From an optimization exercise on the open Yosys and OpenROAD flow, aimed at a short achievable clock period and few clock cycles; shortcuts taken in it are not production practice.
Function was checked by simulation only, so behaviour that the tests miss may differ from the original.
Power and IR drop assume default switching activity.

==> build 25 <==
## rv_core
module rv_core (
    input  logic        clk,
    input  logic        rst,
    output logic [31:0] imem_addr,
    input  logic [31:0] imem_rdata,
    input  logic        imem_resp,
    output logic [31:0] dmem_addr,
    output logic        dmem_read,
    output logic        dmem_write,
    output logic [3:0]  dmem_wmask,
    output logic [31:0] dmem_wdata,
    input  logic [31:0] dmem_rdata,
    input  logic        dmem_resp
);
clock: 14.5 ns
lec_check: 0
abc_clock_period_in_ps: 4500
cap_margin: 30
core_margin: 2
core_utilization: 40
slew_margin: 30
standard.sh (not shown) runs the stock make flow with config.mk's settings and CLKGATE_MAP_FILE= SYNTH_SCRIPT=/design/flow/synth_recipe.tcl, a recipe that flattens the netlist after the stock synthesis.
==> flow/flow/run.sh <==
#!/bin/bash
# Standard ORFS layout (the standard.sh, unchanged synthesis), with the
# timing repair steps asked to leave 10 ns of setup slack at the design's
# 14.5 ns clock, so that the layout is optimised for speed, and free to
# resize cells across footprints.
set -uo pipefail
bash standard.sh SETUP_SLACK_MARGIN=10 MATCH_CELL_FOOTPRINT=0 finish > make_finish.log 2>&1
status=$?
tail -5 make_finish.log
exit $status
==> build 51: changes against build 25 <==
--- a/flow/design.v
+++ b/flow/design.v
@@ -291,14 +291,15 @@
 logic [31:0] bu_pc, bu_tgt;
 logic        e_v;
 logic [31:0] e_pc, e_pc4, e_a, e_b, e_c;
 logic [4:0]  e_rd;
 logic        e_wen, e_load, e_store, e_br, e_jal, e_jalr, e_md, e_pred;
 logic [2:0]  e_f3;
 logic        e_fam, e_fbm, e_fcm;
+logic        e_fac, e_fbc;     
 logic [31:0] e_ma, e_mb;       
 logic        e_fma, e_fmb;
 logic [31:0] e_imm;
 logic        e_sub, e_sra;
 logic [9:0]  e_rsel;           
 logic        m_v, m_wen, m_load, m_store;
 logic [4:0]  m_rd;
@@ -322,17 +323,23 @@
 assign xc = e_fcm ? m_res : e_c;
 logic [31:0] xa_m, xb_m;
 assign xa_m = e_fma ? m_res : e_ma;
 assign xb_m = e_fmb ? m_res : e_mb;
 logic [31:0] sum, sll_r, sr_r;
 logic        eq, lt, ltu;
 assign sum   = xa + (xb ^ {32{e_sub}}) + {31'd0, e_sub};
-assign eq    = (xa == xb);
 assign ltu   = (xa < xb);
 assign lt    = (xa[31] ^ xb[31]) ? xa[31] : ltu;
+logic [31:0] xa_c, xb_c;
+logic        lt_c, ltu_c;
+assign xa_c  = e_fac ? m_res : e_a;
+assign xb_c  = e_fbc ? m_res : e_b;
+assign eq    = (xa_c == xb_c);
+assign ltu_c = (xa_c < xb_c);
+assign lt_c  = (xa_c[31] ^ xb_c[31]) ? xa_c[31] : ltu_c;
 assign sll_r = xa << xb[4:0];
 logic [32:0] sr_tmp;
 assign sr_tmp = $signed({e_sra & xa[31], xa}) >>> xb[4:0];
 assign sr_r  = sr_tmp[31:0];
 logic [31:0] e_res;
 assign e_res = ({32{e_rsel[0]}} & sum)
              | ({32{e_rsel[1]}} & {31'd0, lt})
@@ -345,18 +352,18 @@
              | ({32{e_rsel[8]}} & e_pc4)
              | ({32{e_rsel[9]}} & md_res);
 logic taken;
 always_comb begin
     case (e_f3)
         3'b000:  taken = eq;
         3'b001:  taken = ~eq;
-        3'b100:  taken = lt;
-        3'b101:  taken = ~lt;
-        3'b110:  taken = ltu;
-        default: taken = ~ltu;
+        3'b100:  taken = lt_c;
+        3'b101:  taken = ~lt_c;
+        3'b110:  taken = ltu_c;
+        default: taken = ~ltu_c;
     endcase
 end
 logic        e_red;
 logic [31:0] e_tgt;
 assign e_tgt  = e_pc + e_imm;
 logic tk;
 assign tk     = e_jal | taken;
@@ -378,15 +385,17 @@
 assign lo2   = xa[1:0] + xb[1:0];
 assign lo_oh = 4'b0001 << lo2;
 logic [31:0] ins, dpc;
 logic        dv, dhit, dtk;
 logic qe, arr;
 assign qe   = (q_cnt == 3'd0);
 assign arr  = pv & imem_resp;
-assign ins  = qe ? imem_rdata : q_ins[q_head];
+logic [31:0] qh_ins;
+assign qh_ins = q_ins[q_head];
+assign ins  = qe ? imem_rdata : qh_ins;
 assign dpc  = qe ? ppc        : q_pc[q_head];
 assign dhit = qe ? pp_hit     : q_hit[q_head];
 assign dtk  = qe ? pp_tk      : q_tk[q_head];
 assign dv   = ~qe | arr;
 logic [6:0] op;
 logic [2:0] f3;
 logic [4:0] rs1, rs2, rd;
@@ -420,41 +429,49 @@
 logic h1e, h1m, h2e, h2m;
 assign h1e = e_v & e_wen & (e_rd == rs1);
 assign h1m = m_v & m_wen & (m_rd == rs1);
 assign h2e = e_v & e_wen & (e_rd == rs2);
 assign h2m = m_v & m_wen & (m_rd == rs2);
 logic [31:0] m_fin;
 logic [31:0] rv1, rv2;
-always_comb begin
-    if (h1m)                  rv1 = m_fin;
-    else if (rs1 == 5'd0)     rv1 = 32'd0;
-    else                      rv1 = rf[rs1];
-    if (h2m)                  rv2 = m_fin;
-    else if (rs2 == 5'd0)     rv2 = 32'd0;
-    else                      rv2 = rf[rs2];
-end
+logic [4:0]  rs1_a, rs2_a, rs1_q, rs2_q;
+logic [31:0] rf1_a, rf2_a, rf1_q, rf2_q;
+assign rs1_a  = imem_rdata[19:15];
+assign rs2_a  = imem_rdata[24:20];
+assign rs1_q  = qh_ins[19:15];
+assign rs2_q  = qh_ins[24:20];
+assign rf1_a  = (rs1_a == 5'd0) ? 32'd0 : rf[rs1_a];
+assign rf2_a  = (rs2_a == 5'd0) ? 32'd0 : rf[rs2_a];
+assign rf1_q  = (rs1_q == 5'd0) ? 32'd0 : rf[rs1_q];
+assign rf2_q  = (rs2_q == 5'd0) ? 32'd0 : rf[rs2_q];
+assign rv1 = h1m ? m_fin : (qe ? rf1_a : rf1_q);
+assign rv2 = h2m ? m_fin : (qe ? rf2_a : rf2_q);
 logic luse;
 assign luse = e_v & e_load & e_wen & ((use1 & (e_rd == rs1)) | (use2 & (e_rd == rs2)));
 logic        st_tk, fin_pred, d_need, d_red, d_go;
-logic [31:0] d_tgt, d_pc4;
+logic [31:0] d_pc4;
 assign st_tk    = ins[31] | (f3 == 3'b001);
 assign fin_pred = is_jal ? dtk : (is_br & (dhit ? dtk : st_tk));
 assign d_need   = (is_br & ~dhit & st_tk) | (~is_jal & ~is_br & dtk);
-logic [18:0] dh13p, dh13m, qh13p, qh13m;
 logic [31:0] qhpc;
 assign qhpc  = q_pc[q_head];
+logic [12:0] ib_a, ib_q;
+assign ib_a = {imem_rdata[31], imem_rdata[7], imem_rdata[30:25], imem_rdata[11:8], 1'b0};
+assign ib_q = {qh_ins[31], qh_ins[7], qh_ins[30:25], qh_ins[11:8], 1'b0};
+logic [13:0] lo_a, lo_q;
+logic [18:0] hi_a, hi_q, qh13p, qh13m;
 assign qh13p = qhpc[31:13] + 19'd1;
 assign qh13m = qhpc[31:13] - 19'd1;
-assign dh13p = qe ? pp13p : qh13p;
-assign dh13m = qe ? pp13m : qh13m;
-logic [13:0] lo_b;
-logic [18:0] hi_b;
-assign lo_b = {1'b0, dpc[12:0]} + {1'b0, imm_b[12:0]};
-assign hi_b = (lo_b[13] & ~ins[31]) ? dh13p : (~lo_b[13] & ins[31]) ? dh13m : dpc[31:13];
-assign d_tgt    = {hi_b, lo_b[12:0]};
+assign lo_a = {1'b0, ppc[12:0]}  + {1'b0, ib_a};
+assign lo_q = {1'b0, qhpc[12:0]} + {1'b0, ib_q};
+assign hi_a = (lo_a[13] & ~imem_rdata[31]) ? pp13p : (~lo_a[13] & imem_rdata[31]) ? pp13m : ppc[31:13];
+assign hi_q = (lo_q[13] & ~qh_ins[31])     ? qh13p : (~lo_q[13] & qh_ins[31])     ? qh13m : qhpc[31:13];
+logic [31:0] tgt_a, tgt_q;
+assign tgt_a = {hi_a, lo_a[12:0]};
+assign tgt_q = {hi_q, lo_q[12:0]};
 assign d_pc4    = dpc + 32'd4;
 assign d_red    = dv & d_need & ~d_redone & ~e_red;
 assign d_go     = dv & ~stall & ~luse & ~e_red;
 logic [9:0] d_rsel;
 always_comb begin
     d_rsel = 10'd0;
     if (is_md)                 d_rsel[9] = 1'b1;
@@ -480,28 +497,31 @@
 assign f_tk   = f_hit & btb_ctr[f_idx][1];
 assign f_pred = f_tk ? btb_tgt[f_idx] : fa + 32'd4;
 logic enq, refetch, issue;
 assign enq     = arr & ~e_red & ~d_red;
 assign refetch = pv & ~imem_resp & ~e_red & ~d_red;
 assign issue   = ({1'b0, q_cnt} + {3'd0, pv}) <= 4'd2;
 assign imem_addr = fa;
-logic s_ej, s_et, s_ep, s_db, s_dp, s_rf, s_is, s_hd;
+logic s_ej, s_et, s_ep, s_db, s_dba, s_dbq, s_dp, s_rf, s_is, s_hd;
 assign s_ej = e_red & e_jalr;
 assign s_et = e_red & ~e_jalr & tk;
 assign s_ep = e_red & ~e_jalr & ~tk;
 assign s_db = ~e_red & d_red & is_br;
 assign s_dp = ~e_red & d_red & ~is_br;
+assign s_dba = s_db & qe;
+assign s_dbq = s_db & ~qe;
 assign s_rf = refetch;
 assign s_is = ~e_red & ~d_red & ~refetch & issue;
 assign s_hd = ~e_red & ~d_red & ~refetch & ~issue;
 logic [31:0] fa_n;
 assign fa_n = ({32{s_ej}} & {sum[31:1], 1'b0})
             | ({32{s_et}} & e_tgt)
             | ({32{s_ep}} & e_pc4)
-            | ({32{s_db}} & d_tgt)
+            | ({32{s_dba}} & tgt_a)
+            | ({32{s_dbq}} & tgt_q)
             | ({32{s_dp}} & d_pc4)
             | ({32{s_rf}} & ppc)
             | ({32{s_is}} & f_pred)
             | ({32{s_hd}} & fa);
 always_ff @(posedge clk) begin
     if (rst) begin
         fa <= 32'h40000000;
@@ -544,16 +564,19 @@
         q_pc[q_tail]  <= ppc;
         q_hit[q_tail] <= pp_hit;
         q_tk[q_tail]  <= pp_tk;
     end
 end
 logic [3:0] bu_idx;
 logic       bu_hit;
+logic [3:0] e_bidx;
+logic       e_bhit;
+assign e_bidx = e_pc[5:2];
+assign e_bhit = btb_v[e_bidx] & (btb_tag[e_bidx] == e_pc[31:6]);
 assign bu_idx = bu_pc[5:2];
-assign bu_hit = btb_v[bu_idx] & (btb_tag[bu_idx] == bu_pc[31:6]);
 always_ff @(posedge clk) begin
     if (rst) bu_v <= 1'b0;
     else     bu_v <= e_v & ~stall & (e_br | e_jal);
 end
 always_ff @(posedge clk) begin
     if (rst_r) begin
         for (int k = 0; k < 16; k++) btb_v[k] <= 1'b0;
@@ -574,14 +597,15 @@
                 btb_tag[bu_idx] <= bu_pc[31:6];
                 btb_tgt[bu_idx] <= bu_tgt;
                 btb_ctr[bu_idx] <= bu_jal ? 2'b11 : 2'b10;
             end
         end
     end
     bu_pc  <= e_pc;
+    bu_hit <= e_bhit;
     bu_tgt <= e_tgt;    
     bu_tk  <= tk;
     bu_jal <= e_jal;
 end
 always_ff @(posedge clk) begin
     if (rst) begin
         e_v <= 1'b0;
@@ -606,14 +630,16 @@
         e_md    <= is_md;
         e_pred  <= fin_pred;
         e_f3    <= f3;
         e_sub   <= is_op & ~ins[25] & ins[30] & (f3 == 3'b000);
         e_sra   <= ins[30];
         e_rsel  <= d_rsel;
         e_fam   <= use1 & h1e;
+        e_fac   <= is_br & use1 & h1e;
+        e_fbc   <= is_br & use2 & h2e;
         e_fbm   <= (is_op | is_br) & use2 & h2e;
         e_fcm   <= is_store & use2 & h2e;
         e_imm   <= is_jal ? imm_j : imm_b;
     end
     if (!stall && is_md) begin
         e_ma    <= rv1;
         e_mb    <= rv2;
==> trial 89: changes against build 25 <==
--- a/flow/design.v
+++ b/flow/design.v
@@ -291,14 +291,15 @@
 logic [31:0] bu_pc, bu_tgt;
 logic        e_v;
 logic [31:0] e_pc, e_pc4, e_a, e_b, e_c;
 logic [4:0]  e_rd;
 logic        e_wen, e_load, e_store, e_br, e_jal, e_jalr, e_md, e_pred;
 logic [2:0]  e_f3;
 logic        e_fam, e_fbm, e_fcm;
+logic        e_fac, e_fbc;     
 logic [31:0] e_ma, e_mb;       
 logic        e_fma, e_fmb;
 logic [31:0] e_imm;
 logic        e_sub, e_sra;
 logic [9:0]  e_rsel;           
 logic        m_v, m_wen, m_load, m_store;
 logic [4:0]  m_rd;
@@ -322,17 +323,23 @@
 assign xc = e_fcm ? m_res : e_c;
 logic [31:0] xa_m, xb_m;
 assign xa_m = e_fma ? m_res : e_ma;
 assign xb_m = e_fmb ? m_res : e_mb;
 logic [31:0] sum, sll_r, sr_r;
 logic        eq, lt, ltu;
 assign sum   = xa + (xb ^ {32{e_sub}}) + {31'd0, e_sub};
-assign eq    = (xa == xb);
 assign ltu   = (xa < xb);
 assign lt    = (xa[31] ^ xb[31]) ? xa[31] : ltu;
+logic [31:0] xa_c, xb_c;
+logic        eq_c, lt_c, ltu_c;
+assign xa_c  = e_fac ? m_res : e_a;
+assign xb_c  = e_fbc ? m_res : e_b;
+assign eq    = (xa_c == xb_c);
+assign ltu_c = (xa_c < xb_c);
+assign lt_c  = (xa_c[31] ^ xb_c[31]) ? xa_c[31] : ltu_c;
 assign sll_r = xa << xb[4:0];
 logic [32:0] sr_tmp;
 assign sr_tmp = $signed({e_sra & xa[31], xa}) >>> xb[4:0];
 assign sr_r  = sr_tmp[31:0];
 logic [31:0] e_res;
 assign e_res = ({32{e_rsel[0]}} & sum)
              | ({32{e_rsel[1]}} & {31'd0, lt})
@@ -345,18 +352,18 @@
              | ({32{e_rsel[8]}} & e_pc4)
              | ({32{e_rsel[9]}} & md_res);
 logic taken;
 always_comb begin
     case (e_f3)
         3'b000:  taken = eq;
         3'b001:  taken = ~eq;
-        3'b100:  taken = lt;
-        3'b101:  taken = ~lt;
-        3'b110:  taken = ltu;
-        default: taken = ~ltu;
+        3'b100:  taken = lt_c;
+        3'b101:  taken = ~lt_c;
+        3'b110:  taken = ltu_c;
+        default: taken = ~ltu_c;
     endcase
 end
 logic        e_red;
 logic [31:0] e_tgt;
 assign e_tgt  = e_pc + e_imm;
 logic tk;
 assign tk     = e_jal | taken;
@@ -378,15 +385,17 @@
 assign lo2   = xa[1:0] + xb[1:0];
 assign lo_oh = 4'b0001 << lo2;
 logic [31:0] ins, dpc;
 logic        dv, dhit, dtk;
 logic qe, arr;
 assign qe   = (q_cnt == 3'd0);
 assign arr  = pv & imem_resp;
-assign ins  = qe ? imem_rdata : q_ins[q_head];
+logic [31:0] qh_ins;
+assign qh_ins = q_ins[q_head];
+assign ins  = qe ? imem_rdata : qh_ins;
 assign dpc  = qe ? ppc        : q_pc[q_head];
 assign dhit = qe ? pp_hit     : q_hit[q_head];
 assign dtk  = qe ? pp_tk      : q_tk[q_head];
 assign dv   = ~qe | arr;
 logic [6:0] op;
 logic [2:0] f3;
 logic [4:0] rs1, rs2, rd;
@@ -420,22 +429,26 @@
 logic h1e, h1m, h2e, h2m;
 assign h1e = e_v & e_wen & (e_rd == rs1);
 assign h1m = m_v & m_wen & (m_rd == rs1);
 assign h2e = e_v & e_wen & (e_rd == rs2);
 assign h2m = m_v & m_wen & (m_rd == rs2);
 logic [31:0] m_fin;
 logic [31:0] rv1, rv2;
-always_comb begin
-    if (h1m)                  rv1 = m_fin;
-    else if (rs1 == 5'd0)     rv1 = 32'd0;
-    else                      rv1 = rf[rs1];
-    if (h2m)                  rv2 = m_fin;
-    else if (rs2 == 5'd0)     rv2 = 32'd0;
-    else                      rv2 = rf[rs2];
-end
+logic [4:0]  rs1_a, rs2_a, rs1_q, rs2_q;
+logic [31:0] rf1_a, rf2_a, rf1_q, rf2_q;
+assign rs1_a  = imem_rdata[19:15];
+assign rs2_a  = imem_rdata[24:20];
+assign rs1_q  = qh_ins[19:15];
+assign rs2_q  = qh_ins[24:20];
+assign rf1_a  = (rs1_a == 5'd0) ? 32'd0 : rf[rs1_a];
+assign rf2_a  = (rs2_a == 5'd0) ? 32'd0 : rf[rs2_a];
+assign rf1_q  = (rs1_q == 5'd0) ? 32'd0 : rf[rs1_q];
+assign rf2_q  = (rs2_q == 5'd0) ? 32'd0 : rf[rs2_q];
+assign rv1 = h1m ? m_fin : (qe ? rf1_a : rf1_q);
+assign rv2 = h2m ? m_fin : (qe ? rf2_a : rf2_q);
 logic luse;
 assign luse = e_v & e_load & e_wen & ((use1 & (e_rd == rs1)) | (use2 & (e_rd == rs2)));
 logic        st_tk, fin_pred, d_need, d_red, d_go;
 logic [31:0] d_tgt, d_pc4;
 assign st_tk    = ins[31] | (f3 == 3'b001);
 assign fin_pred = is_jal ? dtk : (is_br & (dhit ? dtk : st_tk));
 assign d_need   = (is_br & ~dhit & st_tk) | (~is_jal & ~is_br & dtk);
@@ -544,16 +557,19 @@
         q_pc[q_tail]  <= ppc;
         q_hit[q_tail] <= pp_hit;
         q_tk[q_tail]  <= pp_tk;
     end
 end
 logic [3:0] bu_idx;
 logic       bu_hit;
+logic [3:0] e_bidx;
+logic       e_bhit;
+assign e_bidx = e_pc[5:2];
+assign e_bhit = btb_v[e_bidx] & (btb_tag[e_bidx] == e_pc[31:6]);
 assign bu_idx = bu_pc[5:2];
-assign bu_hit = btb_v[bu_idx] & (btb_tag[bu_idx] == bu_pc[31:6]);
 always_ff @(posedge clk) begin
     if (rst) bu_v <= 1'b0;
     else     bu_v <= e_v & ~stall & (e_br | e_jal);
 end
 always_ff @(posedge clk) begin
     if (rst_r) begin
         for (int k = 0; k < 16; k++) btb_v[k] <= 1'b0;
@@ -574,14 +590,15 @@
                 btb_tag[bu_idx] <= bu_pc[31:6];
                 btb_tgt[bu_idx] <= bu_tgt;
                 btb_ctr[bu_idx] <= bu_jal ? 2'b11 : 2'b10;
             end
         end
     end
     bu_pc  <= e_pc;
+    bu_hit <= e_bhit;
     bu_tgt <= e_tgt;    
     bu_tk  <= tk;
     bu_jal <= e_jal;
 end
 always_ff @(posedge clk) begin
     if (rst) begin
         e_v <= 1'b0;
@@ -606,14 +623,16 @@
         e_md    <= is_md;
         e_pred  <= fin_pred;
         e_f3    <= f3;
         e_sub   <= is_op & ~ins[25] & ins[30] & (f3 == 3'b000);
         e_sra   <= ins[30];
         e_rsel  <= d_rsel;
         e_fam   <= use1 & h1e;
+        e_fac   <= is_br & use1 & h1e;
+        e_fbc   <= is_br & use2 & h2e;
         e_fbm   <= (is_op | is_br) & use2 & h2e;
         e_fcm   <= is_store & use2 & h2e;
         e_imm   <= is_jal ? imm_j : imm_b;
     end
     if (!stall && is_md) begin
         e_ma    <= rv1;
         e_mb    <= rv2;
==> notes.md <==
metric                                                             build 25              trial 89                   build 51
Ant. Diodes                                                              56                    39                         70
Buffers inserted during post-CTS setup optimization                     450                   423                        426
Sequential cell count                                                  3510                  3517                       3517
Number of placed cells counting well taps                             25900                 25100                      24900
Place WS                                                            6.68 ns               7.21 ns                    6.79 ns
Adder-cell share of the synthesized area                              0.127                 0.120                      0.121
Power Internal                                                      35.3 mW               38.3 mW                    37.8 mW
Hold path endpoint                                                 MD.ms[1]              MD.ms[3]                   MD.ms[2]
Crit path max fanout                                                      8                     7                          6
Ratio of cells with drive above 1 in the final layout                 0.199                 0.241                      0.251
Crit Reg-Reg Startpoint                                           m_res[10]                 e_fac                   q_cnt[2]
Simple-gate area share of the yosys netlist                           0.146                0.0876                     0.0862
Height of the chip                                                   732 um                758 um                     758 um
Num CTS Buffers                                                         390                   399                        392
Result of the run                          no timing/DRC/antenna violations  no timing/DRC/antenna violations  no timing/DRC/antenna violations
Switching Share                                                       0.481                 0.472                      0.472
Setup CP Type                                          register to register  register to register  primary input to register
Antenna violations before repair                                        100                    72                         88
Combinational Power                                                 41.2 mW               44.6 mW                    43.9 mW
DIE AREA                                                       536000 sq um          575000 sq um               575000 sq um
Reg2reg setup slack                                                 9.33 ns               9.41 ns                    9.36 ns
Core Footprint                                                 528000 sq um          568000 sq um               568000 sq um
Testbench counts of build 25, summed over its fixed seeds: cycles 8,551.
Testbench counts of build 51, summed over its fixed seeds: cycles 8,551.
Testbench counts of trial 89, summed over its fixed seeds: cycles 8,551.

==> static timing again, ports no longer ideal <==
The flow's constraints put no driver on any port. The routed layouts listed below were extracted and timed again, unchanged, in two steps. Step 1, drivers: a clkbuf_16 drives clk and a buf_2 each remaining input, both assumed. Step 2 adds t to the input delays and takes it off the output delays; t is the mean of the earliest and latest rising clock arrival at the registers after step 1. Input paths then give back, and output paths get back, about the clock's delay inside the block. a / b / c = ideal ports / drivers / drivers and shift; a / b = the first two.
run | shift t [ns] | setup slack, ns | clock arrival spread, ns | slew at the worst register clock pin (ns) | pins driven straight from the clock port
build 25 | 1.171 | 9.326 / 9.326 / 8.314 | 0.091 / 0.090 | 0.08 / 0.08 | 1
build 51 | 1.192 | 9.338 / 9.278 / 8.085 | 0.157 / 0.157 | 0.08 / 0.08 | 1
trial 89 | 1.169 | 9.411 / 9.389 / 8.220 | 0.123 / 0.122 | 0.07 / 0.07 | 1
After both steps setup and hold are still met in every run listed. For build 51, which loses most, drivers alone change the setup slack by -0.060 ns; drivers and shift together by -1.253 ns.
